Source: an optimization exercise on an open RTL-to-GDS flow (aim: small area). Production flows keep margins and buffers that such runs may drop. In this exercise RTL edits were held to simulation tests only and were not proved equivalent to the original.

==> inputs of wip/fjord <==
// buck_converter
module buck_converter(clk_i, rst_i, e_i, v_1_o, v_2i_o, v_2d_o, a_out );
	input 		clk_i;
	input 		rst_i;      
	input   [31:0]	e_i;        
	output  [31:0]	v_1_o;
	output  [15:0]	v_2i_o;
	output  [15:0]	v_2d_o;
	output    	a_out;
	reg  [31:0] r_e_val;
	reg  [31:0] v_1;
	reg  [31:0] v_2h;
	reg  [47:0] q;
	reg  [30:0] i_c;
	reg         a;
	wire [31:0] m  = a ? r_e_val : ~v_2h;
	wire [30:0] xa = a ? q[47:17] : ~v_2h[30:0];
  wire n0 = xa[0] ^ i_c[0];
  wire n1 = xa[0] & i_c[0];
  wire n2 = xa[1] ^ i_c[1] ^ n1;
  wire n3 = (xa[1] & i_c[1]) | (n1 & (xa[1] ^ i_c[1]));
  wire n4 = xa[2] ^ i_c[2] ^ n3;
  wire n5 = (xa[2] & i_c[2]) | (n3 & (xa[2] ^ i_c[2]));
  wire n6 = xa[3] ^ i_c[3] ^ n5;
  wire n7 = (xa[3] & i_c[3]) | (n5 & (xa[3] ^ i_c[3]));
  wire n8 = xa[4] ^ i_c[4] ^ n7;
  wire n9 = (xa[4] & i_c[4]) | (n7 & (xa[4] ^ i_c[4]));
  wire n10 = xa[5] ^ i_c[5] ^ n9;
  ...
Settings: LEC_CHECK=0, ABC_AREA=0, CAP_MARGIN=20, CORE_MARGIN=2, CORE_UTILIZATION=40, CTS_BUF_LIST=sky130_fd_sc_hd__clkbuf_2 sky130_fd_sc_hd__clkbuf_4 sky130_fd_sc_hd__clkbuf_8, PLACE_DENSITY=0.6, SLEW_MARGIN=20; clock period 11.0 ns.
standard.sh (not shown) runs the stock make flow with config.mk's settings and CLKGATE_MAP_FILE= SYNTH_SCRIPT=/design/flow/synth_recipe.tcl, a recipe that flattens the netlist after the stock synthesis.
==> flow/flow/run.sh <==
#!/bin/bash
# Own layout flow: the standard synthesis, then the same synthesis run
# again on a copy of design.v whose spelled-out full/half adders are turned
# into sky130 fa/ha cells (flow/mknet.py), synthesized without Yosys's
# adder extraction (ADDER_MAP_FILE empty), so the adders stay as written
# instead of being re-extracted with inverters around them; flow/netopt.py
# then flips full adders to drop more inverters.  The adder netlist is used only if its
# registers (names and cell types) are exactly those of the standard
# synthesis; otherwise the standard netlist is laid out.  The rest is
# the standard flow (standard.sh).
set -euo pipefail
W=$(pwd)
R=$W/orfs/results/$FLOW_PLATFORM/buck_converter/base
RF=$W/orfs_fa/results/$FLOW_PLATFORM/buck_converter/base
EXTRA=()
if [[ -f flow/extra.txt ]]; then mapfile -t EXTRA < flow/extra.txt; fi

bash standard.sh synth > std_synth.log 2>&1
cp "$R/1_2_yosys.v" "$W/std_1_2_yosys.v"

use_fa=0
if python3 flow/mknet.py design.v "$W/design_fa.v" > mknet.log 2>&1; then
  sed "s#WORK_HOME=[^ ]*#WORK_HOME=$W/orfs_fa#" standard.sh > standard_fa.sh
  if bash standard_fa.sh VERILOG_FILES="$W/design_fa.v" ADDER_MAP_FILE= synth > fa_synth.log 2>&1; then
    if python3 flow/netopt.py "$RF/1_2_yosys.v" "$W/fa_opt.v" > netopt.log 2>&1 \
       && python3 flow/regcmp.py "$W/std_1_2_yosys.v" "$W/fa_opt.v" > regcmp.log 2>&1; then
      use_fa=1
    fi
  fi
fi
echo "use_fa=$use_fa" | tee use_fa.log
if [[ $use_fa == 1 ]]; then
  cp "$W/fa_opt.v" "$R/1_2_yosys.v"
  rm -f "$R/1_synth.odb" "$R/1_synth.sdc"
fi
bash standard.sh "${EXTRA[@]}" finish > finish.log 2>&1
==> flow/flow/extra.txt <==
BUFFER_PORTS_ARGS=-buffer_cell sky130_fd_sc_hd__buf_1
CTS_ARGS=-sink_clustering_enable -repair_clock_nets -dont_use_dummy_load -sink_clustering_size 30 -buf_list {sky130_fd_sc_hd__clkbuf_4 sky130_fd_sc_hd__clkbuf_8}
Other scripts of this flow, unchanged in this note and not shown: flow/flow/mknet.py, flow/flow/netopt.py, flow/flow/regcmp.py
==> wip/raven (differences from wip/fjord) <==
--- a/flow/flow/run.sh
+++ b/flow/flow/run.sh
@@ -2,8 +2,6 @@
 # Own layout flow: the standard synthesis, then the same synthesis run
 # again on a copy of design.v whose spelled-out full/half adders are turned
-# into sky130 fa/ha cells (flow/mknet.py), synthesized without Yosys's
-# adder extraction (ADDER_MAP_FILE empty), so the adders stay as written
-# instead of being re-extracted with inverters around them; flow/netopt.py
-# then flips full adders to drop more inverters.  The adder netlist is used only if its
+# into sky130 fa/ha cells (flow/mknet.py), so Yosys cannot re-extract them
+# with inverters around them.  The adder netlist is used only if its
 # registers (names and cell types) are exactly those of the standard
 # synthesis; otherwise the standard netlist is laid out.  The rest is
@@ -22,5 +20,5 @@
 if python3 flow/mknet.py design.v "$W/design_fa.v" > mknet.log 2>&1; then
   sed "s#WORK_HOME=[^ ]*#WORK_HOME=$W/orfs_fa#" standard.sh > standard_fa.sh
-  if bash standard_fa.sh VERILOG_FILES="$W/design_fa.v" ADDER_MAP_FILE= synth > fa_synth.log 2>&1; then
+  if bash standard_fa.sh VERILOG_FILES="$W/design_fa.v" synth > fa_synth.log 2>&1; then
     if python3 flow/netopt.py "$RF/1_2_yosys.v" "$W/fa_opt.v" > netopt.log 2>&1 \
        && python3 flow/regcmp.py "$W/std_1_2_yosys.v" "$W/fa_opt.v" > regcmp.log 2>&1; then
==> flow/flow/extra.txt (replaced) <==
BUFFER_PORTS_ARGS=-buffer_cell sky130_fd_sc_hd__buf_1
- ABC_AREA: 0 -> 1
==> wip/amber (differences from wip/fjord) <==
--- a/flow/flow/run.sh
+++ b/flow/flow/run.sh
@@ -2,8 +2,6 @@
 # Own layout flow: the standard synthesis, then the same synthesis run
 # again on a copy of design.v whose spelled-out full/half adders are turned
-# into sky130 fa/ha cells (flow/mknet.py), synthesized without Yosys's
-# adder extraction (ADDER_MAP_FILE empty), so the adders stay as written
-# instead of being re-extracted with inverters around them; flow/netopt.py
-# then flips full adders to drop more inverters.  The adder netlist is used only if its
+# into sky130 fa/ha cells (flow/mknet.py), so Yosys cannot re-extract them
+# with inverters around them.  The adder netlist is used only if its
 # registers (names and cell types) are exactly those of the standard
 # synthesis; otherwise the standard netlist is laid out.  The rest is
@@ -22,5 +20,5 @@
 if python3 flow/mknet.py design.v "$W/design_fa.v" > mknet.log 2>&1; then
   sed "s#WORK_HOME=[^ ]*#WORK_HOME=$W/orfs_fa#" standard.sh > standard_fa.sh
-  if bash standard_fa.sh VERILOG_FILES="$W/design_fa.v" ADDER_MAP_FILE= synth > fa_synth.log 2>&1; then
+  if bash standard_fa.sh VERILOG_FILES="$W/design_fa.v" synth > fa_synth.log 2>&1; then
     if python3 flow/netopt.py "$RF/1_2_yosys.v" "$W/fa_opt.v" > netopt.log 2>&1 \
        && python3 flow/regcmp.py "$W/std_1_2_yosys.v" "$W/fa_opt.v" > regcmp.log 2>&1; then
- ABC_AREA: 0 -> 1
==> results.sh <==
export IMPL_design_area_um2=15930
export IMPL_nFillCells=3457
export IMPL_max_freq_ghz=0.09565
export IMPL_ff2ff_path_depth=30
export IMPL_critPathMaxStageDelay_ps=560
export IMPL_tightest_slew_ps=1063
export IMPL_outcome="no timing/DRC/antenna violations"
export IMPL_avgRoutedWirePerCell_um=19.53
That was wip/fjord.
==> results.sh <==
export IMPL_final_common_cell="fa_1"
export IMPL_nFillCells=3613
export IMPL_nonClkBufAreaFrac=0.02765
export IMPL_core_um2=36700
export IMPL_vias_per_cell=4.981
export IMPL_critPathMaxStageDelay_ps=640
export IMPL_r2r_end="v_2h[28]"
export IMPL_use_met3=0.03210
export IMPL_outcome="no timing/DRC/antenna violations"
export IMPL_avgRoutedWirePerCell_um=18.19
export IMPL_ff2ff_path_depth=38
export IMPL_max_freq_ghz=0.09682
export IMPL_tightest_slew_ps=930.4
That was wip/amber.
==> results.sh <==
export IMPL_critPathMaxStageDelay_ps=660
export IMPL_nFillCells=3589
export IMPL_max_freq_ghz=0.09705
export IMPL_ff2ff_path_depth=43
export IMPL_avgRoutedWirePerCell_um=18.12
export IMPL_design_area_um2=16230
export IMPL_initial_utilization=0.4079
export IMPL_outcome="no timing/DRC/antenna violations"
That was wip/raven.

[static timing again, ports no longer ideal]
No port has a modelled driver above. Below, the same layouts with a new extraction and two added sets of constraints. Step 1 sets driving cells, clkbuf_16 on the clock port and buf_2 on the other inputs (assumed; they add their load-dependent delay and slew). Step 2 also shifts input and output timing later by t, the mid clock arrival at the registers, as if the neighbouring blocks saw the same clock. Slacks: no drivers / after step 1 / after step 2; pairs: no drivers / after step 1.
run | t (ns) | slack for setup (ns) | worst setup path at the end
wip/fjord | 0.504 | 0.546 / 0.546 / 0.546 | register to register
wip/raven | 0.560 | 0.696 / 0.696 / 0.696 | register to register
wip/amber | 0.537 | 0.672 / 0.672 / 0.672 | register to register
After both steps setup and hold are still met in every run listed.
